Background: an optimization exercise with open tools, aiming at small area, a short achievable clock period and few clock cycles per item. Do not read the settings as production practice.
The RTL was checked by simulation tests, not by an equivalence proof against the original design.

==> design.v <==
module Polygon #(
    parameter HALF_EYE_ANGLE = 520
)
(
    input clk,
    input rst_n,
    output reg oReadReq,
    input iRAMBusy,
    output [19:0] oRAMAddr,
    input  [15:0] iRAMData,
    input [19:0] iRAMPointCount,
    output [13:0] oAddr,
    input signed [15:0] iMemData,
    input [13:0] iPointCount,
    input signed [15:0] iAlpha, iBeta, iGamma,
    input iUseRAM,
    input i3D,
    input iStart,
    output oFinish,
    input iLineDrawRead,
    output signed [15:0] oU1, oU2, oV1, oV2,
    output oPointValid,
    output oIsRed
);
localparam T_A = 2'd0, T_B = 2'd1, T_G = 2'd2;
reg run, fin;
reg mRAM, m3D;
reg [15:0] pA, pB, pG;
reg [13:0] NP;               
assign oFinish = fin;
always @(posedge clk) begin
    if (!run) begin
        mRAM <= iUseRAM;
        m3D <= i3D;
        pA <= iAlpha;
        pB <= iBeta;
        pG <= iGamma;
        NP <= iUseRAM ? iRAMPointCount[13:0] : {iPointCount[12:0], 1'b0};
    end
end
function automatic [1:0] ptype(input [2:0] p);
    ptype = (p[2]) ? T_G : (p[1] ? T_B : T_A);
endfunction
function automatic pthread(input [2:0] p, input d3);
    pthread = (p[2] & d3) ? p[1] : p[0];
endfunction
reg [2:0] up;                
reg upV;                     
reg [13:0] pn2;              
wire [1:0] uT = ptype(up);
wire       ut = pthread(up, m3D);
wire       ue = m3D & up[0];             
wire       rEnd = m3D ? (up == 3'd7) : (up == 3'd5);
wire       lastRnd = (pn2 >= NP);
wire [2:0] nu = rEnd ? 3'd0 : up + 3'd1;
wire [1:0] nuT = ptype(nu);
wire       nut = pthread(nu, m3D);
wire       nuV = !(rEnd && lastRnd);
wire [1:0] needN = !nuV ? 2'd0 : (nuT == T_A) ? 2'd2 : (nuT == T_B) ? 2'd1 : 2'd0;
wire [13:0] adDelta = (nuT == T_A) ? (nut ? 14'd1 : 14'd0) :
                      (nut ? 14'd2 : 14'h3ffd);
reg [13:0] ad;
reg [1:0] need;              
reg [15:0] SX, SY;
assign oAddr = ad;
assign oRAMAddr = {6'd0, ad};
wire [15:0] memw = mRAM ? iRAMData : iMemData;
wire fetch = (need != 2'd0) && (!mRAM || !iRAMBusy);
always @(posedge clk) begin
    if (fetch) begin
        if (need == 2'd2) SX <= memw; else SY <= memw;
    end
end
reg [15:0] s1 [0:1];         
reg [15:0] s2 [0:1];         
reg [15:0] s3 [0:1];         
wire [15:0] gAng = m3D ? (ue ? pG - HALF_EYE_ANGLE : pG + HALF_EYE_ANGLE) : pG;
wire [15:0] uAng = (uT == T_A) ? pA : (uT == T_B) ? pB : gAng;
wire [15:0] la = (uT == T_A) ? {SX[12:0], 3'b0} : s2[ut];
wire [15:0] lb = (uT == T_G) ? s1[ut] : {SY[12:0], 3'b0};
wire [15:0] nla = -la;
wire [15:0] nlb = -lb;
reg  [15:0] lx, ly;
always @(*) begin
    case (uAng[15:14])
        2'b00: begin lx = la;  ly = lb;  end
        2'b01: begin lx = nlb; ly = la;  end
        2'b10: begin lx = nla; ly = nlb; end
        default: begin lx = lb; ly = nla; end
    endcase
end
reg signed [15:0] L1x, L1y;
reg signed [16:0] P2x, P2y;
always @(posedge clk) begin
    L1x <= lx;
    L1y <= ly;
    P2x <= {L1x[15], L1x} - {L1y[15], L1y};
    P2y <= {L1y[15], L1y} + {L1x[15], L1x};
end
reg running;
reg [14:1] oh;               
reg signed [16:0] x, y;
reg signed [15:0] ang;
reg [1:0] curT; reg curt;    
reg r1, r2;                  
reg signed [15:0] atan;
reg signed [16:0] shx, shy;
integer k;
always @(*) begin
    atan = 16'sd0;
    shx = 17'sd0;
    shy = 17'sd0;
    for (k = 1; k < 15; k = k + 1) begin
        if (oh[k]) begin
            shx = shx | (x >>> k);
            shy = shy | (y >>> k);
        end
    end
    case (1'b1)
        oh[1]: atan = 16'sd4836;
        oh[2]: atan = 16'sd2555;
        oh[3]: atan = 16'sd1297;
        oh[4]: atan = 16'sd651;
        oh[5]: atan = 16'sd325;
        oh[6]: atan = 16'sd162;
        oh[7]: atan = 16'sd81;
        oh[8]: atan = 16'sd40;
        oh[9]: atan = 16'sd20;
        oh[10]: atan = 16'sd10;
        oh[11]: atan = 16'sd5;
        oh[12]: atan = 16'sd2;
        oh[13]: atan = 16'sd1;
        default: atan = 16'sd0;
    endcase
end
wire dpos = ~ang[15];
wire signed [16:0] nx = dpos ? x - shy : x + shy;
wire signed [16:0] ny = dpos ? y + shx : y - shx;
wire signed [15:0] nang = dpos ? ang - atan : ang + atan;
wire gfree;
wire gacc = running && oh[14] && gfree;          
wire canStart = upV && r2;
wire startFire = canStart && (!running || gacc);
wire inFinal;
always @(posedge clk or negedge rst_n) begin
    if (!rst_n) begin
        running <= 1'b0;
        up <= 3'd0;
        upV <= 1'b0;
        pn2 <= 14'd2;
        need <= 2'd0;
        ad <= 14'd0;
        oReadReq <= 1'b0;
        r1 <= 1'b0;
        r2 <= 1'b0;
    end else if (!run) begin
        running <= 1'b0;
        up <= 3'd0;
        upV <= 1'b1;
        pn2 <= 14'd2;
        need <= 2'd2;
        ad <= 14'd0;
        oReadReq <= iUseRAM;
        r1 <= 1'b0;
        r2 <= 1'b0;
    end else begin
        r1 <= inFinal;
        r2 <= r1;
        if (fetch) begin
            need <= need - 2'd1;
            ad <= ad + 14'd1;
            if (need == 2'd1) oReadReq <= 1'b0;
        end
        if (gacc) running <= 1'b0;
        if (startFire) begin
            running <= 1'b1;
            up <= nu;
            upV <= nuV;
            if (rEnd) pn2 <= pn2 + 14'd2;
            need <= needN;
            if (needN != 2'd0) ad <= ad + adDelta;
            oReadReq <= mRAM && (needN != 2'd0);
            r1 <= 1'b0;
            r2 <= 1'b0;
        end
    end
end
always @(posedge clk) begin
    if (startFire) begin
        x <= P2x;
        y <= P2y;
        ang <= {{3{~uAng[13]}}, uAng[12:0]};     
        oh <= 14'd1;
        curT <= uT;
        curt <= ut;
    end else if (running && !oh[14]) begin
        x <= nx;
        y <= ny;
        ang <= nang;
        oh <= {oh[13:1], 1'b0};
    end
end
reg gbusy;
reg [3:0] gc;                
reg [1:0] gT; reg gt;
reg signed [17:0] acc;
reg signed [16:0] gv, gv2;
wire [15:0] gres = acc[16:1];
wire gw1 = gbusy && (gc == 4'd5);
wire gw2 = gbusy && (gc == 4'd10);
assign gfree = !gbusy || gw2;
wire dfree;                  
wire gHold = gw1 && (gT == T_G) && !dfree;
assign inFinal = (need == 2'd0) && !(gbusy && (gc <= 4'd5) && (gT != T_G));
wire [2:0] gstep = gw1 ? 3'd0 : (gc < 4'd5) ? gc[2:0] : (gc[2:0] - 3'd5);
wire signed [17:0] gAin = gw1 ? {gv2[16], gv2} : acc;
wire signed [17:0] gVin = gw1 ? {gv2[16], gv2} : {gv[16], gv};
wire gsub = (gstep < 3'd3);
wire signed [17:0] gsh = (gstep == 3'd0 || gstep == 3'd4) ? (gAin >>> 2) : (gAin >>> 3);
wire signed [17:0] gnext = gsub ? gsh - gVin : gsh + gVin;
always @(posedge clk or negedge rst_n) begin
    if (!rst_n) begin
        gbusy <= 1'b0;
        gc <= 4'd0;
    end else if (!run) begin
        gbusy <= 1'b0;
        gc <= 4'd0;
    end else begin
        if (gacc) begin
            gbusy <= 1'b1;
            gc <= 4'd0;
        end else if (gw2) begin
            gbusy <= 1'b0;
        end else if (gbusy && !gHold) begin
            gc <= gc + 4'd1;
        end
    end
end
always @(posedge clk) begin
    if (gacc) begin
        gv  <= (curT == T_G) ? nx : ny;
        gv2 <= (curT == T_G) ? ny : nx;
        acc <= (curT == T_G) ? {nx[16], nx} : {ny[16], ny};
        gT <= curT;
        gt <= curt;
    end else if (gbusy && !gw2 && !gHold) begin
        acc <= gnext;
        if (gw1) gv <= gv2;
    end
    if (gw1 && !gHold && gT != T_G) s2[gt] <= gres;      
    if (gw2) begin
        if (gT == T_A) s1[gt] <= gres;                   
        if (gT == T_B) s3[gt] <= gres;                   
    end
end
reg dbusy;
reg [4:0] dc;
reg dxok;
reg [15:0] dR, dd, dq;
reg [15:0] dX, dY;
wire dStart = gw1 && (gT == T_G) && dfree;
wire [15:0] dRs = {dR[14:0], 1'b0};
wire dge = (dRs >= dd);
wire dDone = dbusy && (dc == 5'd16) && dxok;
wire mfree;
wire dHand = dDone && mfree;
assign dfree = !dbusy || dHand;
always @(posedge clk or negedge rst_n) begin
    if (!rst_n) begin
        dbusy <= 1'b0;
        dc <= 5'd0;
        dxok <= 1'b0;
    end else if (!run) begin
        dbusy <= 1'b0;
        dc <= 5'd0;
        dxok <= 1'b0;
    end else begin
        if (dStart) begin
            dbusy <= 1'b1;
            dc <= 5'd0;
            dxok <= 1'b0;
        end else begin
            if (dbusy && dc != 5'd16) dc <= dc + 5'd1;
            if (gw2 && gT == T_G) dxok <= 1'b1;
            if (dHand) dbusy <= 1'b0;
        end
    end
end
always @(posedge clk) begin
    if (dStart) begin
        dR <= 16'd8960;
        dd <= 16'd11360 - gres;
    end else if (dbusy && dc != 5'd16) begin
        dR <= dge ? dRs - dd : dRs;
        dq <= {dq[14:0], dge};
    end
    if (gw2 && gT == T_G) begin
        dX <= gres;
        dY <= s3[gt];
    end
end
reg mbusy;
reg [3:0] mc;
reg [14:0] ms;
reg signed [15:0] mX, mY, aU, aV;
wire mDone = mbusy && (mc == 4'd15);
wire aTake;                  
assign mfree = !mbusy || aTake;
wire signed [16:0] sU = {aU[15], aU} + (ms[0] ? {mX[15], mX} : 17'sd0);
wire signed [16:0] sV = {aV[15], aV} + (ms[0] ? {mY[15], mY} : 17'sd0);
always @(posedge clk or negedge rst_n) begin
    if (!rst_n) begin
        mbusy <= 1'b0;
        mc <= 4'd0;
    end else if (!run) begin
        mbusy <= 1'b0;
        mc <= 4'd0;
    end else begin
        if (dHand) begin
            mbusy <= 1'b1;
            mc <= 4'd0;
        end else begin
            if (mbusy && !mDone) mc <= mc + 4'd1;
            if (aTake) mbusy <= 1'b0;
        end
    end
end
always @(posedge clk) begin
    if (dHand) begin
        ms <= dq[15:1];
        mX <= dX;
        mY <= dY;
        aU <= 16'sd0;
        aV <= 16'sd0;
    end else if (mbusy && !mDone) begin
        aU <= sU[16:1];
        aV <= sV[16:1];
        ms <= ms >> 1;
    end
end
reg [13:0] rJ1;              
reg rEye;                    
reg ended;                   
reg [25:0] Lp, Lm;           
reg oValid, oRed, oLast;
reg [12:0] oU1r, oV1r, oU2r, oV2r;
wire [25:0] res = {aU[15:3], aV[15:3]};
wire aEmit = (mRAM ? (rJ1 != 14'd1) : !rJ1[0]) && !ended;
assign aTake = mDone && (!aEmit || !oValid);
wire isLast = (rJ1 == NP) && (rEye || !m3D);
wire lineRead = oValid && iLineDrawRead;
assign oPointValid = oValid;
assign oIsRed = oRed;
assign oU1 = {{3{oU1r[12]}}, oU1r};
assign oV1 = {{3{oV1r[12]}}, oV1r};
assign oU2 = {{3{oU2r[12]}}, oU2r};
assign oV2 = {{3{oV2r[12]}}, oV2r};
always @(posedge clk or negedge rst_n) begin
    if (!rst_n) begin
        run <= 1'b0;
        fin <= 1'b1;
        oValid <= 1'b0;
        oLast <= 1'b0;
        ended <= 1'b0;
        rJ1 <= 14'd1;
        rEye <= 1'b0;
    end else if (!run) begin
        oValid <= 1'b0;
        oLast <= 1'b0;
        ended <= 1'b0;
        rJ1 <= 14'd1;
        rEye <= 1'b0;
        if (iStart) begin
            run <= 1'b1;
            fin <= 1'b0;
        end
    end else begin
        if (lineRead) begin
            oValid <= 1'b0;
            if (oLast) begin
                run <= 1'b0;
                fin <= 1'b1;
            end
        end
        if (aTake && !ended) begin
            if (aEmit) begin
                oValid <= 1'b1;
                oLast <= isLast;
                if (isLast) ended <= 1'b1;
            end
            if (m3D && !rEye) begin
                rEye <= 1'b1;
            end else begin
                rEye <= 1'b0;
                rJ1 <= rJ1 + 14'd1;
            end
        end
    end
end
always @(posedge clk) begin
    if (run && aTake && !ended) begin
        if (aEmit) begin
            {oU1r, oV1r} <= rEye ? Lm : Lp;
            {oU2r, oV2r} <= res;
            oRed <= rEye;
        end
        if (rEye) Lm <= res; else Lp <= res;
    end
end
endmodule
==> standard.sh <==
#!/bin/bash
# synth_recipe.tcl (not shown) runs the flow's synth.tcl, then flattens the netlist and writes it again
# the make line also repeats each setting of config.mk as NAME=value (left out here)
make -C /OpenROAD-flow-scripts/flow DESIGN_CONFIG=/design/flow/config.mk WORK_HOME=/design/flow/orfs CLKGATE_MAP_FILE= SYNTH_SCRIPT=/design/flow/synth_recipe.tcl "${@:-finish}"
==> flow/run.sh <==
#!/bin/bash
set -euo pipefail
bash standard.sh SETUP_SLACK_MARGIN=8 finish > standard_flow.log 2>&1
==> config.mk <==
export PLATFORM = sky130hd
export DESIGN_NAME = Polygon
export DESIGN_NICKNAME = Polygon
export VERILOG_FILES = /design/flow/design.v
export SDC_FILE = /design/flow/constraint.sdc
export NUM_CORES = 4
export LEC_CHECK = 0
export CAP_MARGIN = 20
export CORE_MARGIN = 2
export CORE_UTILIZATION = 40
export SLEW_MARGIN = 20
==> constraint.sdc <==
create_clock -name core_clock -period 12.0 [get_ports {clk}]
set_input_delay 2.4000 -clock core_clock [delete_from_list [all_inputs] [get_ports {clk}]]
set_output_delay 2.4000 -clock core_clock [all_outputs]
set_load 0.01 [all_outputs]
==> results_dict.tcl, run 1 <==
set metrics [dict create \
    cts.path.max_buffers 3 \
    drt_iter0_markers 2886 \
    synth-main-ff-cell "edfxtp_1" \
    syn-cell-area_um2 39500 \
    clk_pin_slew_ns 0.06 \
    first_pass_iters 8 \
    avgSynthCellArea_um2 10.3 \
    final_area_um2 49100 \
    whs_ns 0.411 \
    synthDistinctLibCells 95 \
    cp_num_buf_inv 4 \
    finalCritPeriodShare_pct 37.4 \
    ys_ff_latch 709 \
    cts_tree "done" \
    path_common_cell "buf_4" \
    ys_seq_area_share_pct 49.7 \
    grt-ovfl-total 0 \
    path_class "register to register" \
    die_area_um2 101000 \
    port_buffers 203 \
    required_ns 12.49 \
    start_kind "register" \
    crit_start "oh[11]" \
    die_x_um 318 \
    wirelength_um 105000 \
    layout_setup_ws_ns 7.51 \
    multi_input_area_um2 20000 \
    finalHoldViolCount 0 \
    cts.htree.levels 3 \
    grt_pass1_wl_um 160000 \
    start_util_pct 40.3 \
    grt_use_total_pct 19.7 \
    antenna_found_initial 1 \
    antennaDiodeCount 0 \
    die_h_um 318 \
    setup_violations 0 \
    finClkSkew_ns 0.0182 \
    crit_family "compound AO/OA/AOI/OAI gates" \
    ys_async_sr_fraction_pct 10.4 \
    drc_errors 0 \
    nFillCells 8864 \
    end_kind "register" \
    place_area_um2 42900 \
    r2r_start "oh[11]" \
    rsz0062_at_grt "yes" \
    drive_gt1_share_pct 19.0 \
    path_max_fanout 6 \
    hold_path_class "register to register" \
    synth_enable_flop_cells 509 \
    max_cap_viol_count 0 \
    cp_data_arrival_time_ns 4.97 \
    min_period_ns 4.49 \
    rows 115 \
    gp_congestion 0.870 \
    clkLatencyLatePin_ns 0.64 \
    fin_nets 4534 \
    synth.yosys.warnings 1 \
    via_count 30620 \
    worst_pin_slew_ns 1.02 \
    status "no timing/DRC/antenna violations" \
    ios 223 \
    slew_violations 0 \
    tns_ns 0 \
    hpwl_um 68100 \
    cts_hold_buf 0 \
    root_buffer "clkbuf_16" \
    core_area_um2 98100 \
    clock_sinks 709 \
    hold_path.startpoint "dY[1]" \
    path_cells "buf_4, a22o_1, a221oi_2, nand3_1, nor2_2, ha_2, buf_4, buf_4, nor2_1, xnor2_1, ha_1, a21o_1, a21oi_2, o21bai_1, a21oi_2, o21bai_4, a21o_1, a2111oi_4, nor3_2, xnor2_1, buf_4, mux2_4, mux2i_1" \
    syn_inst 3849 \
    seqCellArea_um2 19700 \
    grt_pass1_vias 29168 \
    crit_slowest_cell "dfxtp_4" \
    ant_nets 0 \
    pre_cts_slack_ns 6.32 \
    relSlewSlack_pct 32.1 \
    cts_buffers 77 \
    vias_per_cell 5.52 \
    detail_route.wl_per_cell_um 18.9 \
    grt_max_degree 80 \
    area_growth_pct 24.3 \
    slowest_delay_ns 0.38 \
    clock.fmax_mhz 223 \
]
[placed cells by master (no fill, tap or decap), types with 34 or more instances in the layout]
| cell type | instances |
|---|---|
| nand3_1 | 111 |
| mux2i_1 | 72 |
| a31oi_1 | 34 |
| mux2_2 | 79 |
| xor2_1 | 104 |
| xnor2_1 | 139 |
| nor2b_1 | 42 |
| nor3_1 | 67 |
| a211oi_1 | 43 |
| dlygate4sd2_1 | 49 |
| edfxtp_1 | 509 |
| a21o_1 | 42 |
| buf_4 | 229 |
| dfxtp_1 | 112 |
| nor2_1 | 282 |
| inv_1 | 160 |
| dfrtp_1 | 54 |
| clkbuf_16 | 87 |
| a21oi_1 | 221 |
| ha_1 | 185 |
| nand2_1 | 387 |
| o21ai_0 | 178 |
| and2_1 | 47 |
| clkdlybuf4s50_1 | 152 |
| a22oi_1 | 86 |
[cell usage after synthesis (40+ instances only)]
| cell type | n | share of area (%) |
|---|---|---|
| a211oi_1 | 49 | 0.93 |
| a21o_1 | 42 | 0.80 |
| a21oi_1 | 251 | 3.2 |
| a22oi_1 | 91 | 1.7 |
| a31oi_1 | 40 | 0.63 |
| and2_1 | 47 | 0.74 |
| clkbuf_1 | 144 | 1.4 |
| dfrtp_1 | 71 | 4.5 |
| dfxtp_1 | 126 | 6.4 |
| edfxtp_1 | 509 | 39 |
| ha_1 | 202 | 6.4 |
| inv_1 | 172 | 1.6 |
| mux2_2 | 79 | 2.3 |
| mux2i_1 | 83 | 2.1 |
| nand2_1 | 392 | 3.7 |
| nand3_1 | 121 | 1.5 |
| nor2_1 | 303 | 2.9 |
| nor2b_1 | 51 | 0.81 |
| nor3_1 | 81 | 1.0 |
| o21ai_0 | 216 | 2.7 |
| xnor2_1 | 145 | 3.2 |
| xor2_1 | 113 | 2.5 |
[worst reg2reg max path, delay by kind of cell, from the launching register on]
| kind | cells | cell delay (ns) |
|---|---|---|
| flip-flops | 1 | 0.38 |
| adder cells (fa/ha/maj) | 2 | 0.48 |
| AO/OA/AOI/OAI | 9 | 1.77 |
| multiplexers | 2 | 0.45 |
| XOR/XNOR | 2 | 0.35 |
| AND/OR/NAND/NOR | 4 | 0.40 |
| buffers and inverters | 4 | 0.53 |
[layer usage]
metal  global-route usage (%)  routed length, um  vias up
li1                         -                  -    14695
met3                     3.44               6540      234
met5                        0                  0        -
met4                     7.74               3720        0
met2                     32.6              49400      962
met1                     25.7              45200    14729
[cell families after synthesis]
kind of cell / synth area share [%]
buffers and inverters: 4.19
other: 0.00949
flip-flops: 49.7
adder cells (fa/ha/maj): 6.95
XOR/XNOR: 5.72
AND/OR/NAND/NOR: 13.9
multiplexers: 4.39
AO/OA/AOI/OAI: 15.1
[flip-flops by register name, summed over array words and instances (netlist names), 17 cells and up]
name,count
P2x,17
s2,32
y,17
gv,17
Lm,26
Lp,26
x,17
s1,32
gv2,17
acc,17
s3,32
[what timing repair did]
item / CTS / global route
pin swaps: 96 / 121
cloned: 7 / 7
endpoints found under the setup margin: 276 / 173
gates resized for setup: 294 / 153
setup buffers: 152 / 66
[path summary, 6_finish.rpt]
kind	to	cells after the start	slack [ns]
max	acc[16]	23	7.51
min	mY[1]	0	0.41
max reg2reg	acc[16]	23	7.51
min reg2reg	mY[1]	0	0.41
max in group asynchronous	gc[2]	2	9.23
min in group asynchronous	ad[10]	1	1.62
[area by class of cell]
type | instances | share of cell area [%]
repair buffers | 485 | 9.20
repair inverters | 1 | 0.0153
clock buffers | 105 | 4.60
well taps | 1287 | 3.28
multi-input cells | 2752 | 40.6
flip-flops and latches | 709 | 40.2
inverters | 174 | 1.37
clock inverters | 37 | 0.741
[through the flow]
step,utilization [%],cells
2_1_floorplan,-,3854
3_3_place_gp,43.7,5176
3_5_place_dp,43.7,5176
4_1_cts,48.7,5477
5_1_grt,50.1,5550
6_report,50.1,5550
Testbench counts, summed over its fixed seeds: cycles 198,205, lines 3,390.
==> run 2, diff against run 1 <==
==> run.sh (new file) <==
#!/bin/bash
# synth_recipe.tcl (not shown) runs the flow's synth.tcl, then flattens the netlist and writes it again
# the make line also repeats each setting of config.mk as NAME=value (left out here)
make -C /OpenROAD-flow-scripts/flow DESIGN_CONFIG=/design/flow/config.mk WORK_HOME=/design/flow/orfs CLKGATE_MAP_FILE= SYNTH_SCRIPT=/design/flow/synth_recipe.tcl finish
removed: flow/run.sh
removed: standard.sh
==> run 2 against run 1 <==
  * Still clean
  * Register-to-register slack worse by 0.97 ns
  * Clock skew rose by 0.0064 ns
  * Hold slack better by 0.0042 ns
  * Clock-buffer cell count down 7
  * First-iteration DRC count fell by 18%
  * Design area fell by 7.9%
  * Critical path type unchanged
==> results_dict.tcl, run 2 <==
set metrics [dict create \
    rsz0062_at_grt "no" \
    vias_per_cell 5.45 \
    finalCritPeriodShare_pct 45.5 \
    ys_async_sr_fraction_pct 10.4 \
    status "no timing/DRC/antenna violations" \
    cts_setup_buffers 0 \
    root_buffer "clkbuf_16" \
    die_x_um 318 \
    cp_data_arrival_time_ns 5.81 \
    synthDistinctLibCells 95 \
    first_pass_iters 7 \
    synthSimpleGateAreaFrac_pct 13.9 \
    synth-xor-area-share_pct 5.72 \
    synthTopCellsByCount "edfxtp_1, nand2_1, nor2_1" \
    whs_ns 0.415 \
    drive_gt1_share_pct 7.70 \
    rows 115 \
    r2r_start "gc[0]" \
    pre_cts_slack_ns 6.58 \
    ys_ff_latch 709 \
    port_buffers 203 \
    drt_iter0_markers 2361 \
    synth_most_common_cell "edfxtp_1" \
    wirelength_um 96100 \
    slew_violations 0 \
    start_kind "register" \
    via_count 28949 \
    drc_errors 0 \
    grt_pass1_wl_um 153000 \
    cts_tree "done" \
    final_area_um2 45300 \
    finClkSkew_ns 0.0246 \
    ios 223 \
    synth_enable_flop_cells 509 \
    tns_ns 0 \
    grt-ovfl-total 0 \
    start_util_pct 40.3 \
    gp_congestion 0.847 \
    cts.path.max_buffers 3 \
    clock.fmax_mhz 183 \
    avgSynthCellArea_um2 10.3 \
    end_kind "register" \
    ys_seq_area_share_pct 49.7 \
    grt_use_total_pct 18.6 \
    grt_pass1_vias 27908 \
    synth_top_area_share_pct 38.7 \
    final_cells 5315 \
    syn-cell-area_um2 39500 \
    cts_resized 0 \
    synth_top_area_cell "edfxtp_1" \
    seqCellArea_um2 19700 \
    die_area_um2 101000 \
    worst_pin_slew_ns 1.08 \
    multi_input_area_um2 18300 \
    hold_path.startpoint "dX[2]" \
    synthMuxAreaShare_pct 4.39 \
    cts_hold_buf 0 \
    path_max_fanout 28 \
    fin_nets 4300 \
    holdPathStages 0 \
    ant_nets 0 \
    reg2reg_depth 21 \
    r2r-end "acc[15]" \
    die_h_um 318 \
    clkLatencyLatePin_ns 0.64 \
    nFillCells 9160 \
    synth-main-ff-cell "edfxtp_1" \
    cts.htree.levels 3 \
    r2r_slack_ns 6.54 \
    clk_pin_slew_ns 0.06 \
    area_growth_pct 14.5 \
    required_ns 12.35 \
    hold_path_class "register to register" \
    core_area_um2 98100 \
    synth.yosys.warnings 1 \
    top_regs "s1: 32 flops, s2: 32 flops, s3: 32 flops" \
    clock_sinks 709 \
    min_period_ns 5.46 \
    grt_max_degree 78 \
    final_util_pct 46.1 \
    finalHoldViolCount 0 \
    place_area_um2 42700 \
    synth_top_family_by_area "compound AO/OA/AOI/OAI gates" \
    min_to "mX[2]" \
    synth.area.top_cells "edfxtp_1, ha_1, dfxtp_1" \
    hpwl_um 67400 \
    syn_inst 3849 \
    placed_cells 5175 \
    antenna_found_initial 2 \
    path_class "register to register" \
    synthAdderAreaFrac_pct 6.95 \
    relSlewSlack_pct 28.0 \
    final_cell_mix "edfxtp_1, nand2_1, nor2_1" \
    synth-compound-area-share_pct 15.1 \
    cts_buffers 75 \
    max_cap_viol_count 0 \
    detail_route.wl_per_cell_um 18.1 \
    final_common_cell "edfxtp_1" \
    layout_setup_ws_ns 6.54 \
    setup_violations 0 \
]
[run 2: changes by cell type in the layout (fill, tap and decap cells not counted), sizes merged, moves of 2 or more]
cell | previous run | this run
clkinv | 28 | 23
buf | 279 | 58
clkbuf | 108 | 98
dlygate4sd2 | 49 | 0
clkdlybuf4s50 | 152 | 202
clkinvlp | 9 | 3
or2 | 18 | 16
bufinv | 4 | 11
inv | 171 | 177
o221a | 5 | 2
[run 2: layout make-up]
type                    count  share of cell area (%)
multi-input cells        2746                    40.4
well taps                1287                    3.56
clock inverters            40                    1.23
flip-flops and latches    709                    43.4
clock buffers              98                    4.43
inverters                 174                    1.45
diodes                      1                 0.00553
repair buffers            260                    5.47
[run 2: cells by family after synthesis]
group / count (synthesis)
simple gates: 1179
compound gates: 927
flops: 709
buf+inv: 399
xor+xnor: 258
fa+ha+maj: 213
mux: 163
other cells: 1
[run 2: worst max-delay path: stages (launching register included)]
cell and delay (ns):
dfrtp_1 0.47, ha_1 0.28, nand4b_1 0.21, buf_4 0.41, mux2i_1 0.54, ha_1 0.30
inv_1 0.04, or2_2 0.29, nor2_1 0.15, nor2_1 0.07, xnor2_1 0.13, ha_1 0.34
a21o_1 0.19, a21o_1 0.17, a21oi_1 0.19, o22ai_1 0.10, a2111oi_0 0.57, or2_2 0.23
nand2b_1 0.05, a21oi_1 0.16, xor2_1 0.15, a21boi_0 0.09
[run 2: per-layer routing]
| layer | global-route usage (%) | routed length, um |
|---|---|---|
| met1 | 24.5 | 42600 |
| met5 | 0 | 0 |
| met3 | 2.86 | 5040 |
| met2 | 31.6 | 45900 |
| met4 | 5.92 | 2530 |
[run 2: worst max-delay path by stage]
stage,start,end,depth (start not counted)
final,gc[0],acc[15],21
after detailed placement,gc[0],acc[15],21
after global routing,x[15],acc[15],19
after CTS,gc[0],acc[15],21
after floorplan,run,oRed,5
after global placement,oh[11],acc[16],18
==> run 3, diff against run 2 <==
--- a/design.v
+++ b/design.v
@@ -80,11 +80,18 @@
 wire [15:0] lb = (uT == T_G) ? s1[ut] : {SY[12:0], 3'b0};
-wire [15:0] nla = -la;
-wire [15:0] nlb = -lb;
+reg [15:0] L0a, L0b;
+reg [1:0] L0q;
+always @(posedge clk) begin
+    L0a <= la;
+    L0b <= lb;
+    L0q <= uAng[15:14];
+end
+wire [15:0] nla = -L0a;
+wire [15:0] nlb = -L0b;
 reg  [15:0] lx, ly;
 always @(*) begin
-    case (uAng[15:14])
-        2'b00: begin lx = la;  ly = lb;  end
-        2'b01: begin lx = nlb; ly = la;  end
+    case (L0q)
+        2'b00: begin lx = L0a; ly = L0b; end
+        2'b01: begin lx = nlb; ly = L0a; end
         2'b10: begin lx = nla; ly = nlb; end
-        default: begin lx = lb; ly = nla; end
+        default: begin lx = L0b; ly = nla; end
     endcase
@@ -104,3 +111,3 @@
 reg [1:0] curT; reg curt;    
-reg r1, r2;                  
+reg r1, r2, r3;              
 reg signed [15:0] atan;
@@ -118,18 +125,9 @@
     end
-    case (1'b1)
-        oh[1]: atan = 16'sd4836;
-        oh[2]: atan = 16'sd2555;
-        oh[3]: atan = 16'sd1297;
-        oh[4]: atan = 16'sd651;
-        oh[5]: atan = 16'sd325;
-        oh[6]: atan = 16'sd162;
-        oh[7]: atan = 16'sd81;
-        oh[8]: atan = 16'sd40;
-        oh[9]: atan = 16'sd20;
-        oh[10]: atan = 16'sd10;
-        oh[11]: atan = 16'sd5;
-        oh[12]: atan = 16'sd2;
-        oh[13]: atan = 16'sd1;
-        default: atan = 16'sd0;
-    endcase
+    atan = ({16{oh[1]}} & 16'sd4836) | ({16{oh[2]}} & 16'sd2555) |
+           ({16{oh[3]}} & 16'sd1297) | ({16{oh[4]}} & 16'sd651) |
+           ({16{oh[5]}} & 16'sd325) | ({16{oh[6]}} & 16'sd162) |
+           ({16{oh[7]}} & 16'sd81) | ({16{oh[8]}} & 16'sd40) |
+           ({16{oh[9]}} & 16'sd20) | ({16{oh[10]}} & 16'sd10) |
+           ({16{oh[11]}} & 16'sd5) | ({16{oh[12]}} & 16'sd2) |
+           ({16{oh[13]}} & 16'sd1);
 end
@@ -141,3 +139,3 @@
 wire gacc = running && oh[14] && gfree;          
-wire canStart = upV && r2;
+wire canStart = upV && r3;
 wire startFire = canStart && (!running || gacc);
@@ -155,2 +153,3 @@
         r2 <= 1'b0;
+        r3 <= 1'b0;
     end else if (!run) begin
@@ -165,2 +164,3 @@
         r2 <= 1'b0;
+        r3 <= 1'b0;
     end else begin
@@ -168,2 +168,3 @@
         r2 <= r1;
+        r3 <= r2;
         if (fetch) begin
@@ -184,2 +185,3 @@
             r2 <= 1'b0;
+            r3 <= 1'b0;
         end
@@ -203,3 +205,3 @@
 reg gbusy;
-reg [3:0] gc;                
+reg [10:0] gh;               
 reg [1:0] gT; reg gt;
@@ -208,4 +210,4 @@
 wire [15:0] gres = acc[16:1];
-wire gw1 = gbusy && (gc == 4'd5);
-wire gw2 = gbusy && (gc == 4'd10);
+wire gw1 = gh[5];
+wire gw2 = gh[10];
 assign gfree = !gbusy || gw2;
@@ -213,8 +215,8 @@
 wire gHold = gw1 && (gT == T_G) && !dfree;
-assign inFinal = (need == 2'd0) && !(gbusy && (gc <= 4'd5) && (gT != T_G));
-wire [2:0] gstep = gw1 ? 3'd0 : (gc < 4'd5) ? gc[2:0] : (gc[2:0] - 3'd5);
+assign inFinal = (need == 2'd0) && !((|gh[5:0]) && (gT != T_G));
 wire signed [17:0] gAin = gw1 ? {gv2[16], gv2} : acc;
 wire signed [17:0] gVin = gw1 ? {gv2[16], gv2} : {gv[16], gv};
-wire gsub = (gstep < 3'd3);
-wire signed [17:0] gsh = (gstep == 3'd0 || gstep == 3'd4) ? (gAin >>> 2) : (gAin >>> 3);
+wire gsub = gh[0] | gh[1] | gh[2] | gh[5] | gh[6] | gh[7];
+wire gsh2 = gh[0] | gh[4] | gh[5] | gh[9];
+wire signed [17:0] gsh = gsh2 ? (gAin >>> 2) : (gAin >>> 3);
 wire signed [17:0] gnext = gsub ? gsh - gVin : gsh + gVin;
@@ -223,6 +225,6 @@
         gbusy <= 1'b0;
-        gc <= 4'd0;
+        gh <= 11'd0;
     end else if (!run) begin
         gbusy <= 1'b0;
-        gc <= 4'd0;
+        gh <= 11'd0;
     end else begin
@@ -230,7 +232,8 @@
             gbusy <= 1'b1;
-            gc <= 4'd0;
+            gh <= 11'd1;
         end else if (gw2) begin
             gbusy <= 1'b0;
-        end else if (gbusy && !gHold) begin
-            gc <= gc + 4'd1;
+            gh <= 11'd0;
+        end else if (!gHold) begin
+            gh <= {gh[9:0], 1'b0};
         end
==> run 3 against run 2 <==
  * Still clean
  * Routed wire length is 0.99% lower
  * Worst setup slack worse by 0.32 ns
  * Clock skew is 0.0066 ns higher
  * Register-to-register slack worse by 0.32 ns
  * Hold slack better by 0.00093 ns
  * Core utilization hardly changed
  * Synthesized cell count is 0.39% lower
  * Synthesized area is 1.6% higher
  * Critical endpoint is now gv[13]
==> results_dict.tcl, run 3 <==
set metrics [dict create \
    synthSimpleGateAreaFrac_pct 13.8 \
    die_area_um2 103000 \
    tns_ns 0 \
    path_class "register to register" \
    hpwl_um 66300 \
    rsz0062_at_grt "no" \
    synth_enable_flop_cells 509 \
    synth_most_common_cell "edfxtp_1" \
    synth-xor-area-share_pct 5.41 \
    cts_tree "done" \
    required_ns 12.39 \
    root_buffer "clkbuf_16" \
    finalHoldViolCount 0 \
    drive_gt1_share_pct 8.09 \
    drt_iter0_markers 2315 \
    end_kind "register" \
    cts_setup_buffers 0 \
    antenna_found_initial 0 \
    core_area_um2 99900 \
    synthTopCellsByCount "edfxtp_1, nand2_1, nor2_1" \
    synth_top_area_cell "edfxtp_1" \
    status "no timing/DRC/antenna violations" \
    setup_violations 0 \
    grt_use_total_pct 18.3 \
    vias_per_cell 5.41 \
    port_buffers 203 \
    synth_top_area_share_pct 38.1 \
    synth-compound-area-share_pct 14.6 \
    ios 223 \
    synthMuxAreaShare_pct 4.51 \
    synthAdderAreaFrac_pct 6.72 \
    wirelength_um 95100 \
    area_growth_pct 14.7 \
    first_pass_iters 6 \
    clk_pin_slew_ns 0.07 \
    cts_resized 0 \
    detail_route.wl_per_cell_um 17.9 \
    slew_violations 0 \
    ys_async_sr_fraction_pct 10.9 \
    clock.fmax_mhz 173 \
    final_area_um2 46100 \
    final_util_pct 46.1 \
    synth_top_family_by_area "compound AO/OA/AOI/OAI gates" \
    grt_max_degree 82 \
    finalCritPeriodShare_pct 48.2 \
    synth-main-ff-cell "edfxtp_1" \
    antennaDiodeCount 0 \
    synth.yosys.warnings 1 \
    ys_seq_area_share_pct 51.2 \
    die_x_um 321 \
    cp_data_arrival_time_ns 6.18 \
    top_regs "s1: 32 flops, s2: 32 flops, s3: 32 flops" \
    min_period_ns 5.78 \
    drc_errors 0 \
    avgSynthCellArea_um2 10.5 \
    fin_nets 4293 \
    worst_pin_slew_ns 1.01 \
    crit_slowest_cell "o41ai_1" \
    grt_pass1_vias 27900 \
    place_area_um2 43400 \
    cts_hold_buf 0 \
    cts.htree.levels 3 \
    finClkSkew_ns 0.0312 \
    grt-ovfl-total 0 \
    clock_sinks 751 \
    start_kind "register" \
    final_cell_mix "edfxtp_1, nand2_1, nor2_1" \
    cts_buffers 79 \
    hold_path_class "register to register" \
    grt_pass1_wl_um 153000 \
    whs_ns 0.416 \
    path_max_fanout 15 \
    gp_congestion 0.873 \
    synthDistinctLibCells 86 \
    die_h_um 321 \
    max_cap_viol_count 0 \
    via_count 28839 \
    start_util_pct 40.2 \
    final_common_cell "edfxtp_1" \
    rows 116 \
    syn-cell-area_um2 40200 \
    slowest_delay_ns 0.71 \
    cts.path.max_buffers 3 \
    ys_ff_latch 751 \
    ant_nets 0 \
    syn_inst 3834 \
    path_cells "a22oi_1, nand2_1, nor3_1, ha_1, inv_1, nor3_1, a21oi_1, xor2_1, ha_1, o41ai_1, a211oi_1, or3_1, a21oi_1, xor2_1, o21ai_0, mux2_2" \
    synth.area.top_cells "edfxtp_1, dfxtp_1, ha_1" \
    r2r_slack_ns 6.22 \
    relSlewSlack_pct 32.5 \
    clkLatencyLatePin_ns 0.65 \
]
## run 3: cell count changes after synthesis, sizes merged, moves of 16 or more
cell and change:
a211oi +24, a21oi -24, buf -16, dfxtp +34, inv -19, nor2b -16
o21ai -21, o31ai +17, or3 +21
## run 3: routing by layer
metal	part of all wire [%]	routed length, um	GRT usage, %
met1	46	43700	24.8
met2	48	45300	30.9
met3	4.5	4280	2.47
met4	2.0	1910	4.56
met5	0	0	0
## run 3: logic make-up (layout without fill, tap and decap cells)
kind of cell / Yosys count / in the layout
flops: 751 / 751
xor+xnor: 248 / 248
simple gates: 1182 / 1182
compound gates: 903 / 903
fa+ha+maj: 209 / 209
buf+inv: 372 / 561
mux: 168 / 168
other cells: 1 / 6
## run 3: cell type report
cell class              count  area (um2)
clock buffers             100        2130
clock inverters            46         523
fillers                  9243       53800
inverters                 156         588
multi-input cells        2716       18200
flip-flops and latches    751       20500
well taps                1298        1620
repair buffers            259        2450
## run 3: final timing paths
check / cells past startpoint / startpoint / endpoint
worst max register to register: 16 / x[14] / gv[13]
max in group asynchronous: 2 / rst_n / up[2]
min in group asynchronous: 1 / rst_n / oValid
worst max-delay path: 16 / x[14] / gv[13]
worst min-delay path: 0 / dX[2] / mX[2]
worst min register to register: 0 / dX[2] / mX[2]
## run 3: worst max-delay path: cells and delay by family (launching register included)
kind,cells,cell delay [ns]
mux,1,0.33
simple gates,4,1.48
fa+ha+maj,2,0.52
compound gates,6,1.90
buf+inv,1,0.05
flops,1,0.66
xor+xnor,2,0.55
## run 3: through the flow
stage	instances	setup WS (ns)
global route	5326	6.05
CTS	5326	6.38
finish	5326	6.22
floorplan	3839	6.56
detailed placement	5180	6.42
global placement	5180	6.49
Testbench counts of run 3, summed over its fixed seeds: cycles 198,397, lines 3,390.
==> run 4, diff against run 3 <==
--- a/design.v
+++ b/design.v
@@ -111,2 +111,3 @@
 reg [1:0] curT; reg curt;    
+reg curL;                    
 reg r1, r2, r3;              
@@ -197,2 +198,3 @@
         curt <= ut;
+        curL <= lastRnd;
     end else if (running && !oh[14]) begin
@@ -206,5 +208,6 @@
 reg [10:0] gh;               
-reg [1:0] gT; reg gt;
+reg gord;                    
+reg [1:0] gT; reg gt, gL;
 reg signed [17:0] acc;
-reg signed [16:0] gv, gv2;
+reg signed [16:0] gx, gy;
 wire [15:0] gres = acc[16:1];
@@ -216,4 +219,6 @@
 assign inFinal = (need == 2'd0) && !((|gh[5:0]) && (gT != T_G));
-wire signed [17:0] gAin = gw1 ? {gv2[16], gv2} : acc;
-wire signed [17:0] gVin = gw1 ? {gv2[16], gv2} : {gv[16], gv};
+wire gsecond = |gh[10:5];
+wire signed [16:0] gV = (gord ^ gsecond) ? gx : gy;
+wire signed [17:0] gVin = {gV[16], gV};
+wire signed [17:0] gAin = (gh[0] | gh[5]) ? gVin : acc;
 wire gsub = gh[0] | gh[1] | gh[2] | gh[5] | gh[6] | gh[7];
@@ -243,11 +248,10 @@
     if (gacc) begin
-        gv  <= (curT == T_G) ? nx : ny;
-        gv2 <= (curT == T_G) ? ny : nx;
-        acc <= (curT == T_G) ? {nx[16], nx} : {ny[16], ny};
+        gx <= nx;
+        gy <= ny;
+        gord <= (curT == T_G);
         gT <= curT;
         gt <= curt;
-    end else if (gbusy && !gw2 && !gHold) begin
-        acc <= gnext;
-        if (gw1) gv <= gv2;
+        gL <= curL;
     end
+    if (gbusy && !gw2 && !gHold) acc <= gnext;
     if (gw1 && !gHold && gT != T_G) s2[gt] <= gres;      
@@ -263,2 +267,3 @@
 reg [15:0] dX, dY;
+reg dt, dL;
 wire dStart = gw1 && (gT == T_G) && dfree;
@@ -302,2 +307,4 @@
         dY <= s3[gt];
+        dt <= gt;
+        dL <= gL;
     end
@@ -308,2 +315,3 @@
 reg signed [15:0] mX, mY, aU, aV;
+reg mt, mL;
 wire mDone = mbusy && (mc == 4'd15);
@@ -335,2 +343,4 @@
         mY <= dY;
+        mt <= dt;
+        mL <= dL;
         aU <= 16'sd0;
@@ -343,19 +353,19 @@
 end
-reg [13:0] rJ1;              
 reg rEye;                    
+reg gotFirst;                
 reg ended;                   
-reg [25:0] Lp, Lm;           
 reg oValid, oRed, oLast;
-reg [12:0] oU1r, oV1r, oU2r, oV2r;
+reg [25:0] O1, O2, Xs;       
 wire [25:0] res = {aU[15:3], aV[15:3]};
-wire aEmit = (mRAM ? (rJ1 != 14'd1) : !rJ1[0]) && !ended;
-assign aTake = mDone && (!aEmit || !oValid);
-wire isLast = (rJ1 == NP) && (rEye || !m3D);
+wire aEmit = (mRAM ? gotFirst : mt) && !ended;
+assign aTake = mDone && !oValid;
+wire isLast = mL && (mt ^ NP[0]) && (rEye || !m3D);
 wire lineRead = oValid && iLineDrawRead;
+wire aUpd = run && aTake && !ended;
 assign oPointValid = oValid;
 assign oIsRed = oRed;
-assign oU1 = {{3{oU1r[12]}}, oU1r};
-assign oV1 = {{3{oV1r[12]}}, oV1r};
-assign oU2 = {{3{oU2r[12]}}, oU2r};
-assign oV2 = {{3{oV2r[12]}}, oV2r};
+assign oU1 = {{3{O1[25]}}, O1[25:13]};
+assign oV1 = {{3{O1[12]}}, O1[12:0]};
+assign oU2 = {{3{O2[25]}}, O2[25:13]};
+assign oV2 = {{3{O2[12]}}, O2[12:0]};
 always @(posedge clk or negedge rst_n) begin
@@ -367,3 +377,3 @@
         ended <= 1'b0;
-        rJ1 <= 14'd1;
+        gotFirst <= 1'b0;
         rEye <= 1'b0;
@@ -373,3 +383,3 @@
         ended <= 1'b0;
-        rJ1 <= 14'd1;
+        gotFirst <= 1'b0;
         rEye <= 1'b0;
@@ -393,8 +403,4 @@
             end
-            if (m3D && !rEye) begin
-                rEye <= 1'b1;
-            end else begin
-                rEye <= 1'b0;
-                rJ1 <= rJ1 + 14'd1;
-            end
+            if (m3D) rEye <= !rEye;
+            if (!m3D || rEye) gotFirst <= 1'b1;
         end
@@ -403,9 +409,19 @@
 always @(posedge clk) begin
-    if (run && aTake && !ended) begin
-        if (aEmit) begin
-            {oU1r, oV1r} <= rEye ? Lm : Lp;
-            {oU2r, oV2r} <= res;
-            oRed <= rEye;
+    if (aUpd) begin
+        oRed <= rEye;
+        if (mRAM) begin
+            if (gotFirst) O1 <= m3D ? Xs : O2;
+            if (gotFirst || !m3D || rEye) O2 <= res;
+            if (m3D) begin
+                if (gotFirst) Xs <= O2;
+                else if (!rEye) Xs <= res;
+            end
+        end else begin
+            if (!mt) begin
+                if (!rEye) O1 <= res; else Xs <= res;
+            end else begin
+                O2 <= res;
+                if (rEye) O1 <= Xs;
+            end
         end
-        if (rEye) Lm <= res; else Lp <= res;
     end
==> flow/run.sh (new file) <==
#!/bin/bash
set -euo pipefail
bash standard.sh SETUP_SLACK_MARGIN=9 finish > standard_flow.log 2>&1
==> standard.sh (new file) <==
#!/bin/bash
# synth_recipe.tcl (not shown) runs the flow's synth.tcl, then flattens the netlist and writes it again
# the make line also repeats each setting of config.mk as NAME=value (left out here)
make -C /OpenROAD-flow-scripts/flow DESIGN_CONFIG=/design/flow/config.mk WORK_HOME=/design/flow/orfs CLKGATE_MAP_FILE= SYNTH_SCRIPT=/design/flow/synth_recipe.tcl "${@:-finish}"
removed: run.sh
==> run 4 against run 3 <==
  * Largest cell class is now multi-input gates
  * Sequential cell count down 32
  * Critical path depth up 1
  * Synthesized cell count down 4.8%
  * Clock-buffer cell count up 5
  * Highest routed layer is now met5
==> results_dict.tcl, run 4 <==
set metrics [dict create \
    die_area_um2 98800 \
    placed_cells 4951 \
    synth_top_area_share_pct 38.2 \
    first_pass_iters 9 \
    ios 223 \
    cts.path.max_buffers 3 \
    port_buffers 203 \
    ys_seq_area_share_pct 51.0 \
    cp_data_arrival_time_ns 4.65 \
    clock.fmax_mhz 234 \
    nFillCells 8181 \
    finalHoldViolCount 0 \
    setup_violations 0 \
    cts_tree "done" \
    vias_per_cell 5.41 \
    synth_most_common_cell "edfxtp_1" \
    die_h_um 314 \
    clock_sinks 719 \
    synth_top_area_cell "edfxtp_1" \
    syn_inst 3650 \
    grt_use_total_pct 20.2 \
    cts.htree.levels 3 \
    path_max_fanout 5 \
    path_class "register to register" \
    end_kind "register" \
    synth.area.top_cells "edfxtp_1, dfxtp_1, ha_1" \
    clkLatencyLatePin_ns 0.65 \
    final_cells 5460 \
    worst_pin_slew_ns 1.09 \
    drive_gt1_share_pct 27.5 \
    final_area_um2 50300 \
    status "no timing/DRC/antenna violations" \
    cts_buffers 79 \
    tns_ns 0 \
    antennaDiodeCount 0 \
    syn-cell-area_um2 38500 \
    whs_ns 0.413 \
    seqCellArea_um2 19700 \
    multi_input_area_um2 20000 \
    grt_max_degree 70 \
    ant_nets 0 \
    drc_errors 0 \
    finClkSkew_ns 0.0406 \
    avgSynthCellArea_um2 10.6 \
    area_growth_pct 30.4 \
    final_common_cell "edfxtp_1" \
    root_buffer "clkbuf_16" \
    finalCritPeriodShare_pct 35.6 \
    fin_nets 4457 \
    detail_route.wl_per_cell_um 19.2 \
    drt_iter0_markers 2425 \
    synth-main-ff-cell "edfxtp_1" \
    clk_pin_slew_ns 0.07 \
    ys_ff_latch 719 \
    required_ns 12.37 \
    max_cap_viol_count 0 \
    gp_congestion 0.876 \
    ys_async_sr_fraction_pct 9.60 \
    synthTopCellsByCount "edfxtp_1, nand2_1, nor2_1" \
    synth.yosys.warnings 1 \
    grt_pass1_vias 28196 \
    grt_pass1_wl_um 158000 \
    slew_violations 0 \
    rows 113 \
    core_area_um2 95300 \
    place_area_um2 42000 \
    synth_enable_flop_cells 490 \
    relSlewSlack_pct 27.2 \
    final_cell_mix "edfxtp_1, nand2_1, buf_4" \
    wirelength_um 105000 \
    min_period_ns 4.27 \
    start_util_pct 40.4 \
    antenna_found_initial 3 \
    die_x_um 314 \
    rsz0062_at_grt "yes" \
    grt-ovfl-total 0 \
    hold_path_class "register to register" \
    synthDistinctLibCells 80 \
    start_kind "register" \
    via_count 29520 \
    hpwl_um 63600 \
    top_regs "s1: 32 flops, s2: 32 flops, s3: 32 flops" \
]
-- run 4: path summary, 6_finish.rpt --
check                      endpoint  slack, ns  cells past startpoint  startpoint
setup reg to reg            acc[16]       7.73                     17       gh[8]
hold reg to reg               mY[7]       0.41                      0       dY[7]
max in group asynchronous     up[1]       9.35                      1       rst_n
min in group asynchronous     ad[6]       1.90                      1       rst_n
setup / recovery            acc[16]       7.73                     17       gh[8]
hold / removal                mY[7]       0.41                      0       dY[7]
-- run 4: cell families after synthesis --
kind of cell    synth area share (%)
simple gates                    13.5
fa+ha+maj                       6.93
mux                             5.21
buf+inv                         3.86
flops                           51.0
xor+xnor                        6.27
compound gates                  13.3
other cells                  0.00973
-- run 4: stage by stage --
stage          utilization, %  worst slack, ns
2_1_floorplan               -             7.47
3_5_place_dp             44.1             7.14
4_1_cts                  50.5             7.71
5_1_grt                  52.7             7.58
3_3_place_gp             44.1             7.14
6_report                 52.7             7.73
-- run 4: final cells by class --
type                       count  area share, %
timing repair buffer         596           10.9
timing repair inverter         1         0.0149
tap                         1265           3.15
inverter                     152           1.18
clock buffer                 105           4.48
sequential                   719           39.2
clock inverter                42           1.23
multi-input combinational   2580           39.9
-- run 4: per-layer routing --
metal,up-vias,track usage [%],routed length [um]
met3,229,3.12,6690
met2,962,33.3,49500
met1,14144,27.1,45800
met4,4,6.41,3040
li1,14181,-,-
met5,-,0,25
-- run 4: what timing repair did --
action	in CTS	in global routing
resized for setup	705	298
endpoints found under the hold margin	0	0
endpoints found under the setup margin	322	475
setup buffers	257	91
hold buffers	0	0
gates cloned	7	7
pin swaps	187	188
-- run 4: critical path, stage by stage (launching register included) --
cell	delay, ns
dfrtp_1	0.39
or4_4	0.56
nor2_4	0.17
xnor2_4	0.18
mux2i_2	0.28
ha_2	0.30
o21a_1	0.20
fa_2	0.35
nor2b_2	0.15
o21ai_2	0.09
a21boi_2	0.18
o21ai_2	0.08
a21oi_2	0.15
nand4_1	0.19
a311oi_2	0.27
o21a_1	0.20
o21a_1	0.14
o211ai_1	0.09
Testbench counts of run 4, summed over its fixed seeds: cycles 198,397, lines 3,390.
==> run 5, diff against run 4 <==
==> flow/run.sh (replaced) <==
#!/bin/bash
set -euo pipefail
bash standard.sh SETUP_SLACK_MARGIN=8 finish > standard_flow.log 2>&1
==> run 5 against run 4 <==
  * Core utilization fell by 2.5 points
  * Via count fell by 2.2%
  * Non-clock buffer count fell by 109
  * Die area did not move
  * Synthesized area did not move
  * Still clean
  * Design area fell by 4.8%
  * Hold slack got worse by 0.018 ns
  * Critical endpoint is now x[16]
  * Sequential cell count did not move
  * Worst setup slack improved by 0.013 ns
  * Register-to-register slack barely moved
==> results_dict.tcl, run 5 <==
set metrics [dict create \
    ys_async_sr_fraction_pct 9.60 \
    r2r_slack_ns 7.74 \
    grt_max_degree 74 \
    synthTopCellsByCount "edfxtp_1, nand2_1, nor2_1" \
    synth_top_area_share_pct 38.2 \
    met1_usage_pct 27.5 \
    grt-ovfl-total 0 \
    cts_hold_buf 0 \
    hpwl_um 64400 \
    r2r_start "y[5]" \
    grt_pass1_vias 27415 \
    synth_top_area_cell "edfxtp_1" \
    end_kind "register" \
    gr-usage-met3_pct 2.81 \
    grt.busiest_layer "met2" \
    port_buffers 203 \
    clock.fmax_mhz 235 \
    synth-compound-area-share_pct 13.3 \
    first_pass_iters 10 \
    status "no timing/DRC/antenna violations" \
    finalCritPeriodShare_pct 35.5 \
    grtUsageMet2_pct 31.7 \
    tns_ns 0 \
    grt_use_total_pct 19.7 \
    relSlewSlack_pct 29.4 \
    die_area_um2 98800 \
    avgSynthCellArea_um2 10.6 \
    finClkSkew_ns 0.0330 \
    drive_gt1_share_pct 19.1 \
    setup_violations 0 \
    synth_enable_flop_cells 490 \
    grt_pass1_wl_um 155000 \
    clk_pin_slew_ns 0.06 \
    synth-xor-area-share_pct 6.27 \
    hold_path.startpoint "dX[0]" \
    path_class "register to register" \
    drc_errors 0 \
    cts.path.max_buffers 3 \
    syn_inst 3650 \
    start_kind "register" \
    rsz0062_at_grt "yes" \
    synth.area.top_cells "edfxtp_1, dfxtp_1, ha_1" \
    hold_path_class "register to register" \
    synthSimpleGateAreaFrac_pct 13.5 \
    slew_violations 0 \
    detail_route.wl_per_cell_um 18.9 \
    min_period_ns 4.26 \
    wirelength_um 101000 \
    core_area_um2 95300 \
    antenna_found_initial 2 \
    cts.htree.levels 3 \
    area_growth_pct 24.1 \
    ant_nets 0 \
    cts_buffers 79 \
    final_cell_mix "edfxtp_1, nand2_1, buf_4" \
    clock_sinks 719 \
    synthDistinctLibCells 80 \
    final_common_cell "edfxtp_1" \
    fin_nets 4343 \
    die_x_um 314 \
    max_cap_viol_count 0 \
    synth_most_common_cell "edfxtp_1" \
    finalHoldViolCount 0 \
    drt_iter0_markers 2783 \
    required_ns 12.35 \
    top_regs "s1: 32 flops, s2: 32 flops, s3: 32 flops" \
    gp_congestion 0.891 \
    synth.yosys.warnings 1 \
    path_max_fanout 6 \
    synth-main-ff-cell "edfxtp_1" \
    die_h_um 314 \
    crit_start "y[5]" \
    synth_top_family_by_area "simple AND/OR/NAND/NOR gates" \
    vias_per_cell 5.40 \
    cp_data_arrival_time_ns 4.61 \
    rows 113 \
    cts_tree "done" \
    clkLatencyLatePin_ns 0.66 \
    start_util_pct 40.4 \
    via_count 28862 \
    root_buffer "clkbuf_16" \
    synthMuxAreaShare_pct 5.21 \
    ys_seq_area_share_pct 51.0 \
    worst_pin_slew_ns 1.06 \
    ios 223 \
    ys_ff_latch 719 \
    syn-cell-area_um2 38500 \
    synthAdderAreaFrac_pct 6.93 \
]
run 5: cell counts after synthesis:
No cell type changed its count.
run 5: logic make-up after synthesis:
| family | after synthesis |
|---|---|
| other cells | 1 |
| xor+xnor | 276 |
| flops | 719 |
| simple gates | 1101 |
| mux | 187 |
| compound gates | 797 |
| fa+ha+maj | 207 |
| buf+inv | 362 |
run 5: layout make-up:
type	instances	area, um2
inverter	152	577
fill	8493	47500
tap	1265	1580
clock inverter	31	489
antenna	1	2.50
multi-input combinational	2576	18800
sequential	719	19700
clock buffer	117	2250
timing repair buffer	487	4460
run 5: final timing paths:
kind / to / depth (start not counted)
worst min register to register: mX[0] / 0
max in group asynchronous: up[2] / 2
worst max register to register: x[16] / 17
worst min-delay path: mX[0] / 0
min in group asynchronous: mc[3] / 1
worst max-delay path: x[16] / 17
run 5: worst max-delay path: stages, from the launching register on:
cell,delay (ns)
edfxtp_1,0.54
a222oi_1,0.36
nand2_1,0.14
nor2_4,0.17
nand3_2,0.12
or4_4,0.60
nor3_4,0.19
and3_4,0.26
buf_6,0.10
a41oi_2,0.11
xnor2_1,0.18
ha_2,0.43
nand3_2,0.10
nor3_2,0.20
o31ai_2,0.08
buf_4,0.15
a21oi_4,0.15
o31ai_1,0.08
run 5: metal layers:
metal	vias to the layer above	routed length, um	part of all wire [%]
li1	13960	-	-
met1	13688	45600	45
met2	983	46200	46
met3	231	6770	6.7
met4	0	2810	2.8
met5	-	0	0
run 5: through the flow:
step	hold slack (ns)	util [%]	worst slack, ns	cell area [um2]	instances
2_1_floorplan	0.400	-	7.47	38700	3655
3_3_place_gp	0.402	43.8	6.82	41700	4953
3_5_place_dp	0.405	43.8	6.82	41700	4953
4_1_cts	0.391	49.1	7.78	46800	5289
5_1_grt	0.408	50.2	7.59	47800	5347
6_report	0.395	50.2	7.74	47800	5348
run 5: repair_timing:
item,in CTS,in global routing
gates resized for setup,281,136
cloned,4,4
pin swaps,124,105
endpoints found under the hold margin,0,0
setup buffers,184,54
endpoints found under the setup margin,144,69
==> run 6, diff against run 5 <==
--- a/design.v
+++ b/design.v
@@ -107,3 +107,3 @@
 reg running;
-reg [14:1] oh;               
+reg [13:1] oh;               
 reg signed [16:0] x, y;
@@ -120,3 +120,3 @@
     shy = 17'sd0;
-    for (k = 1; k < 15; k = k + 1) begin
+    for (k = 1; k < 14; k = k + 1) begin
         if (oh[k]) begin
@@ -138,6 +138,16 @@
 wire signed [15:0] nang = dpos ? ang - atan : ang + atan;
-wire gfree;
-wire gacc = running && oh[14] && gfree;          
+reg qv;
+reg signed [16:0] qx, qy;
+reg qd;
+reg [1:0] qT; reg qt, qL;
+wire gfree;                  
+wire gacc = qv && gfree;
+wire qfree = !qv || gacc;
+wire hand = running && oh[13] && qfree;          
 wire canStart = upV && r3;
-wire startFire = canStart && (!running || gacc);
+wire startFire = canStart && (!running || hand);
+wire signed [16:0] qshy = qy >>> 14;
+wire signed [16:0] qshx = qx >>> 14;
+wire signed [16:0] fx = qd ? qx - qshy : qx + qshy;
+wire signed [16:0] fy = qd ? qy + qshx : qy - qshx;
 wire inFinal;
@@ -175,3 +185,3 @@
         end
-        if (gacc) running <= 1'b0;
+        if (hand) running <= 1'b0;
         if (startFire) begin
@@ -199,3 +209,3 @@
         curL <= lastRnd;
-    end else if (running && !oh[14]) begin
+    end else if (running && !oh[13]) begin
         x <= nx;
@@ -206,2 +216,18 @@
 end
+always @(posedge clk or negedge rst_n) begin
+    if (!rst_n) qv <= 1'b0;
+    else if (!run) qv <= 1'b0;
+    else if (hand) qv <= 1'b1;
+    else if (gacc) qv <= 1'b0;
+end
+always @(posedge clk) begin
+    if (hand) begin
+        qx <= nx;
+        qy <= ny;
+        qd <= ~nang[15];
+        qT <= curT;
+        qt <= curt;
+        qL <= curL;
+    end
+end
 reg gbusy;
@@ -218,11 +244,26 @@
 wire gHold = gw1 && (gT == T_G) && !dfree;
-assign inFinal = (need == 2'd0) && !((|gh[5:0]) && (gT != T_G));
-wire gsecond = |gh[10:5];
-wire signed [16:0] gV = (gord ^ gsecond) ? gx : gy;
+reg [1:0] pw;
+assign inFinal = (need == 2'd0) && !((uT != T_A) && pw[ut]);
+always @(posedge clk or negedge rst_n) begin
+    if (!rst_n) pw <= 2'b00;
+    else if (!run) pw <= 2'b00;
+    else begin
+        if (gw1 && !gHold && gT != T_G) pw[gt] <= 1'b0;
+        if (hand && curT != T_G) pw[curt] <= 1'b1;
+    end
+end
+wire [10:0] ghN = gacc ? 11'd1 : gw2 ? 11'd0 : gHold ? gh : {gh[9:0], 1'b0};
+wire gordN = gacc ? (qT == T_G) : gord;
+reg cInit, cSh2, cSub, cUseX;
+always @(posedge clk) begin
+    cInit <= ghN[0] | ghN[5];
+    cSh2 <= ghN[0] | ghN[4] | ghN[5] | ghN[9];
+    cSub <= ghN[0] | ghN[1] | ghN[2] | ghN[5] | ghN[6] | ghN[7];
+    cUseX <= gordN ^ (|ghN[10:5]);
+end
+wire signed [16:0] gV = cUseX ? gx : gy;
 wire signed [17:0] gVin = {gV[16], gV};
-wire signed [17:0] gAin = (gh[0] | gh[5]) ? gVin : acc;
-wire gsub = gh[0] | gh[1] | gh[2] | gh[5] | gh[6] | gh[7];
-wire gsh2 = gh[0] | gh[4] | gh[5] | gh[9];
-wire signed [17:0] gsh = gsh2 ? (gAin >>> 2) : (gAin >>> 3);
-wire signed [17:0] gnext = gsub ? gsh - gVin : gsh + gVin;
+wire signed [17:0] gAin = cInit ? gVin : acc;
+wire signed [17:0] gsh = cSh2 ? (gAin >>> 2) : (gAin >>> 3);
+wire signed [17:0] gnext = cSub ? gsh - gVin : gsh + gVin;
 always @(posedge clk or negedge rst_n) begin
@@ -248,8 +289,8 @@
     if (gacc) begin
-        gx <= nx;
-        gy <= ny;
-        gord <= (curT == T_G);
-        gT <= curT;
-        gt <= curt;
-        gL <= curL;
+        gx <= fx;
+        gy <= fy;
+        gord <= gordN;
+        gT <= qT;
+        gt <= qt;
+        gL <= qL;
     end
--- a/config.mk
+++ b/config.mk
@@ -10,2 +10,4 @@
 export CORE_UTILIZATION = 40
+export CTS_BUF_LIST = sky130_fd_sc_hd__clkbuf_8
+export CTS_CLUSTER_SIZE = 30
 export SLEW_MARGIN = 20
==> run 6 against run 5 <==
  * Hold slack gained 0.011 ns
  * Core utilization shrank 2.2 points
  * Clock skew grew 0.0020 ns
  * Die area grew 8.9%
  * Still clean
  * Sequential share of layout area grew 0.93 points
==> results_dict.tcl, run 6 <==
set metrics [dict create \
    first_pass_iters 7 \
    end_kind "register" \
    die_area_um2 108000 \
    grt-ovfl-total 0 \
    ys_seq_area_share_pct 49.9 \
    synth.area.top_cells "edfxtp_1, dfxtp_1, ha_1" \
    drc_errors 0 \
    die_h_um 328 \
    syn-cell-area_um2 42000 \
    cts_hold_buf 0 \
    final_cell_mix "edfxtp_1, nand2_1, nor2_1" \
    relSlewSlack_pct 31.7 \
    cts.path.max_buffers 3 \
    fin_nets 4589 \
    gp_congestion 0.847 \
    wirelength_um 104000 \
    r2r_start "y[12]" \
    max_cap_viol_count 0 \
    ys_async_sr_fraction_pct 9.42 \
    ios 223 \
    synthDistinctLibCells 88 \
    grtUsageMet2_pct 31.1 \
    cts_tree "done" \
    synthAdderAreaFrac_pct 7.59 \
    clkLatencyLatePin_ns 0.76 \
    path_class "register to register" \
    avgSynthCellArea_um2 10.7 \
    crit_start "y[12]" \
    synth-xor-area-share_pct 6.33 \
    required_ns 12.51 \
    ant_nets 0 \
    synthTopCellsByCount "edfxtp_1, nand2_1, nor2_1" \
    clock.fmax_mhz 242 \
    setup_violations 0 \
    area_growth_pct 18.6 \
    synth_top_area_cell "edfxtp_1" \
    cp_data_arrival_time_ns 4.65 \
    tns_ns 0 \
    nFillCells 9393 \
    synth-main-ff-cell "edfxtp_1" \
    start_util_pct 40.5 \
    crit_end "x[12]" \
    met1_usage_pct 25.8 \
    grt_pass1_wl_um 162000 \
    finalCritPeriodShare_pct 34.5 \
    rsz0062_at_grt "yes" \
    finClkSkew_ns 0.0351 \
    synth_top_family_by_area "compound AO/OA/AOI/OAI gates" \
    status "no timing/DRC/antenna violations" \
    top_regs "s1: 32 flops, s2: 32 flops, s3: 32 flops" \
    synth_enable_flop_cells 529 \
    gr-usage-met3_pct 2.92 \
    layout_setup_ws_ns 7.86 \
    rows 118 \
    detail_route.wl_per_cell_um 18.2 \
    ys_ff_latch 764 \
    clock_sinks 764 \
    hold_path_class "register to register" \
    final_cells 5711 \
    synth_top_area_share_pct 37.8 \
    cts_buffers 121 \
    core_area_um2 104000 \
    cts.htree.levels 3 \
    r2r-end "x[12]" \
    drt_iter0_markers 2451 \
    vias_per_cell 5.34 \
    hold_path.startpoint "dY[10]" \
    synth_most_common_cell "edfxtp_1" \
]
==> run 6: worst min path at each step <==
stage          cells past startpoint  slack, ns  endpoint
3_5_place_dp                       0       0.40     mX[1]
5_1_grt                            0       0.42        gt
2_1_floorplan                      0       0.40        dL
3_3_place_gp                       0       0.40        gt
4_1_cts                            0       0.41     mX[1]
6_report                           0       0.41    mY[10]
==> run 6: layout make-up <==
| type | count | area [um2] | share of cell area [%] |
|---|---|---|---|
| multi-input combinational | 2779 | 20300 | 40.8 |
| inverter | 171 | 644 | 1.29 |
| sequential | 764 | 21000 | 42.1 |
| clock buffer | 138 | 1900 | 3.81 |
| clock inverter | 94 | 743 | 1.49 |
| timing repair buffer | 384 | 3490 | 7.01 |
| antenna | 1 | 2.50 | 0.00502 |
| tap | 1380 | 1730 | 3.46 |
==> run 6: logic make-up after synthesis <==
logic type	Yosys count
simple gates	1148
compound gates	853
flops	764
buf+inv	388
xor+xnor	302
fa+ha+maj	247
mux	223
other cells	1
==> run 6: what timing repair did <==
action                     4_1_cts  5_1_grt
setup buffers                   93       41
gates cloned                     2        1
gates resized for setup        224      104
setup endpoints to repair      146       56
pin swaps                       54       50
==> run 6: worst max-delay path: stages (launching register included) <==
cell,delay [ns]
edfxtp_1,0.55
a222oi_1,0.35
nand3_1,0.14
nor2_2,0.15
ha_2,0.22
inv_2,0.05
nor3_4,0.20
a21oi_2,0.11
xnor2_2,0.17
ha_1,0.25
or3_1,0.34
o221a_4,0.27
o41ai_4,0.30
o21bai_1,0.16
a21oi_2,0.22
xnor2_2,0.13
mux2_4,0.27
==> run 6: metrics by stage <==
stage          hold WS [ns]  instance area [um2]
6_report              0.406                49900
5_1_grt               0.420                49900
4_1_cts               0.407                49100
3_5_place_dp          0.405                45300
3_3_place_gp          0.401                45300
2_1_floorplan         0.400                42100
==> run 6: layer usage <==
| metal | part of all wire [%] | vias to the layer above |
|---|---|---|
| li1 | - | 14939 |
| met1 | 46 | 14583 |
| met2 | 47 | 796 |
| met3 | 5.0 | 200 |
| met4 | 2.7 | 0 |
| met5 | 0 | - |
Testbench counts of run 6, summed over its fixed seeds: cycles 186,817, lines 3,390.

port drivers added, routing unchanged:
Ports are ideal in the flow. The routed layouts listed here were re-timed in OpenROAD.
Step 1 sets driving cells, clkbuf_16 on the clock port and buf_2 on the other inputs (assumed; they add their load-dependent delay and slew).
Step 2 adds t to the input delays and takes it off the output delays; t is the mean of the earliest and latest rising clock arrival at the registers after step 1. Input paths then give back, and output paths get back, about the clock's delay inside the block.
a / b / c = ideal / step 1 / step 2; a / b = the first two.
run | shift t [ns] | setup WS [ns] | worst setup path at the end | slew at the worst register clock pin (ns)
run 1 | 0.702 | 7.511 / 7.511 / 7.475 | input to register | 0.07 / 0.07
run 2 | 0.695 | 6.539 / 6.539 / 6.539 | register to register | 0.07 / 0.07
run 3 | 0.700 | 6.216 / 6.216 / 6.216 | register to register | 0.07 / 0.07
run 4 | 0.690 | 7.727 / 7.727 / 7.727 | register to register | 0.07 / 0.07
run 5 | 0.704 | 7.740 / 7.740 / 7.479 | input to register | 0.06 / 0.06
run 6 | 0.825 | 7.861 / 7.861 / 7.472 | input to register | 0.07 / 0.07
After both steps every run listed still meets setup and hold. For run 6, which loses most, drivers alone change the setup slack by 0.000 ns; drivers and shift together by -0.389 ns.
